From an optimization exercise on the open Yosys and OpenROAD flow, aimed at small area, a short achievable clock period and few clock cycles per item; shortcuts taken in it are not production practice.
The RTL was checked by simulation tests, not by an equivalence proof against the original design.
No activity file was given, so power comes from the tool's default toggle rates.

## job 8438
Design top_level_accelerator, start of the top module:
module top_level_accelerator #(
    parameter N = 4,
    parameter DATA_WIDTH = 16,
    parameter ACCUM_WIDTH = 40
) (
    input clk,
    input reset,
    input start,
    input load_a_b,
    input [7:0] write_addr,
    input signed [DATA_WIDTH-1:0] write_data_a,
    input signed [DATA_WIDTH-1:0] write_data_b,
    input [7:0] read_addr,
    output signed [ACCUM_WIDTH-1:0] read_data_c,
    output done
);
Size in the first run: ~6,300 cells after synthesis, about 93 I/O pins, ~64,000 um^2 of cells after synthesis.
==> module top_level_accelerator, before the edit <==
module top_level_accelerator #(
    parameter N = 4,
    parameter DATA_WIDTH = 16,
    parameter ACCUM_WIDTH = 40
) (
    input clk,
    input reset,
    input start,
    input load_a_b,
    input [7:0] write_addr,
    input signed [DATA_WIDTH-1:0] write_data_a,
    input signed [DATA_WIDTH-1:0] write_data_b,
    input [7:0] read_addr,
    output signed [ACCUM_WIDTH-1:0] read_data_c,
    output done
);
    localparam CW = 34;
    reg [15:0]   ap [0:3][0:3];
    reg [15:0]   bp [0:3][0:3];
    reg [CW-1:0] cp [0:3][0:3];
    reg [1:0]    m;
    wire          active;
    wire [3:0]    t;
    wire          wr_en;
    wire [1:0]    wr_row;
    wire [CW-1:0] c_new;
    control_unit ctrl_inst (
        .clk(clk), .reset(reset), .start(start),
        .active(active), .idx(t), .wr_en(wr_en), .wr_row(wr_row),
        .done(done)
    );
    systolic_array dot_inst (
        .clk(clk),
        .a0(ap[0][0]), .a1(ap[0][1]), .a2(ap[0][2]), .a3(ap[0][3]),
        .b0(bp[0][0]), .b1(bp[1][0]), .b2(bp[2][0]), .b3(bp[3][0]),
        .c_out(c_new)
    );
    always @(posedge clk or posedge reset) begin
        if (reset) m <= 2'd0;
        else       m <= m + 2'd1;
    end
    wire       wr_ok  = load_a_b && (write_addr[7:4] == 4'd0);
    wire [1:0] wr_i   = write_addr[3:2];
    wire [1:0] wr_j   = write_addr[1:0];
    wire [1:0] wr_bp  = wr_j - m - 2'd1;      
    wire       rot_a  = active && (t[1:0] == 2'd3);
    integer p, k;
    always @(posedge clk) begin
        for (p = 0; p < 4; p = p + 1)
            for (k = 0; k < 4; k = k + 1) begin
                if (wr_ok && wr_i == p && wr_j == k)
                    ap[p][k] <= write_data_a;
                else if (rot_a)
                    ap[p][k] <= ap[(p + 1) % 4][k];
                if (wr_ok && wr_i == k && wr_bp == p)
                    bp[k][p] <= write_data_b;
                else
                    bp[k][p] <= bp[k][(p + 1) % 4];
            end
        for (p = 0; p < 4; p = p + 1) begin
            cp[p][0] <= cp[p][1];
            cp[p][1] <= cp[p][2];
            cp[p][3] <= cp[p][0];
            if (wr_en && wr_row == p)
                cp[p][2] <= c_new;
            else
                cp[p][2] <= cp[p][3];
        end
    end
    reg  [1:0]    rd_t [0:3];
    wire [CW-1:0] c_ring [0:3];
    wire [3:0]    rd_sel;
    reg  [CW-1:0] c_rd;
    integer       r;
    genvar q;
    generate
        for (q = 0; q < 4; q = q + 1) begin : rd
            always @(posedge clk or posedge reset) begin
                if (reset) rd_t[q] <= q;
                else       rd_t[q] <= rd_t[q] + 2'd1;
            end
            assign c_ring[q] = cp[read_addr[3:2]][q];
            assign rd_sel[q] = (read_addr[1:0] == rd_t[q]);
        end
    endgenerate
    always @(*) begin
        c_rd = {CW{1'b0}};
        for (r = 0; r < 4; r = r + 1)
            c_rd = c_rd | ({CW{rd_sel[r]}} & c_ring[r]);
    end
    assign read_data_c = {{(ACCUM_WIDTH-CW){c_rd[CW-1]}}, c_rd};
endmodule
export LEC_CHECK = 0
export ABC_AREA = 1
export CAP_MARGIN = 20
export CORE_MARGIN = 2
export CORE_UTILIZATION = 65
export CTS_CLUSTER_DIAMETER = 60
export CTS_CLUSTER_SIZE = 30
export PLACE_DENSITY = 0.8
export SETUP_SLACK_MARGIN = 4.6
export SLEW_MARGIN = 20
create_clock -name core_clock -period 10.0 [get_ports {clk}]
standard.sh (not shown) runs the stock make flow with config.mk's settings and CLKGATE_MAP_FILE= SYNTH_SCRIPT=/design/flow/synth_recipe.tcl, a recipe that flattens the netlist after the stock synthesis.
==> flow/flow/run.sh <==
#!/bin/bash
# Own layout flow: the standard flow, with one step between synthesis and
# floorplan: flow/polarity.py picks the polarity of the full adders and simple
# gates in the synthesized netlist so that fewer inverters are needed (the
# netlist's function, registers and ports are unchanged).
set -euo pipefail
R=orfs/results/${FLOW_PLATFORM}/top_level_accelerator/base

bash standard.sh synth > synth.log 2>&1
cp $R/1_2_yosys.v $R/1_2_yosys.orig.v
python3 flow/polarity.py $R/1_2_yosys.orig.v $R/1_2_yosys.v > polarity.log 2>&1
bash standard.sh > layout.log 2>&1
Other scripts of this flow, unchanged in this note and not shown: flow/flow/polarity.py
Testbench counts of job 8438, summed over its fixed seeds: cycles 10,688, items 320.
[inputs] job 6963 vs job 8438
--- a/flow/design.v
+++ b/flow/design.v
@@ -6114,28 +6114,33 @@
                 cp[p][2] <= c_new;
             else
                 cp[p][2] <= cp[p][3];
         end
     end
     reg  [1:0]    rd_t [0:3];
-    wire [CW-1:0] c_ring [0:3];
+    wire [3:0]    rd_i = 4'b0001 << read_addr[3:2];
+    reg  [CW-1:0] c_ring [0:3];
     wire [3:0]    rd_sel;
     reg  [CW-1:0] c_rd;
-    integer       r;
+    integer       r, r2;
     genvar q;
     generate
         for (q = 0; q < 4; q = q + 1) begin : rd
             always @(posedge clk or posedge reset) begin
                 if (reset) rd_t[q] <= q;
                 else       rd_t[q] <= rd_t[q] + 2'd1;
             end
-            assign c_ring[q] = cp[read_addr[3:2]][q];
             assign rd_sel[q] = (read_addr[1:0] == rd_t[q]);
         end
     endgenerate
     always @(*) begin
+        for (r2 = 0; r2 < 4; r2 = r2 + 1) begin
+            c_ring[r2] = {CW{1'b0}};
+            for (r = 0; r < 4; r = r + 1)
+                c_ring[r2] = c_ring[r2] | ({CW{rd_i[r]}} & cp[r][r2]);
+        end
         c_rd = {CW{1'b0}};
         for (r = 0; r < 4; r = r + 1)
             c_rd = c_rd | ({CW{rd_sel[r]}} & c_ring[r]);
     end
     assign read_data_c = {{(ACCUM_WIDTH-CW){c_rd[CW-1]}}, c_rd};
 endmodule
Notes after the runs:
Synthesized area divided by synthesized cell count ended up 0.11 um^2 lower on job 6963 than on job 8438. Job 6963 reports a higher latest clock arrival within the worst-skew pair than job 8438 does. Taking job 8438 over job 6963, the wire length per cell after detailed routing ratio works out to 1.07. Diff job 8438..job 6963 | global route total overflow | unchanged. [compare] base=job 8438 new=job 6963: total routed wire length on the met1 layer -about 2.4%, area used by sequential logic in the layout ~0 delta, share of power burned in combinational logic +0.2 points, clock share of power ~0 delta, sequential share of layout area +0.17 points. Routed wire length for job 6963 is lower than for job 8438. Compared with job 8438, job 6963 has extra setup slack.
Testbench counts of job 6963, summed over its fixed seeds: cycles 10,688, items 320.

afterwards: timing with drivers on the ports:
The results above use ideal ports. As a check the final layouts listed here were re-extracted and re-timed, cells and wires unchanged. Step 1 assumes that a clkbuf_16 drives the clock port and a buf_2 every other input. Step 2, shift: input delay + t, output delay - t, t = (earliest + latest rising clock arrival at the registers) / 2. This alone moves slack from input paths to output paths. Slacks: ideal / step 1 / step 2; pairs: ideal / step 1.
run	t, ns	slack for setup (ns)	worst setup path at the end	latest minus earliest clock arrival (ns)
job 8438	0.748	4.439 / 4.185 / 4.185	input to output	0.055 / 0.055
job 6963	0.776	4.543 / 4.324 / 4.324	input to output	0.058 / 0.058
After both steps every run listed still meets setup and hold. The setup slack of job 8438, which loses most, moves by -0.254 ns with the drivers and by -0.254 ns with both steps.
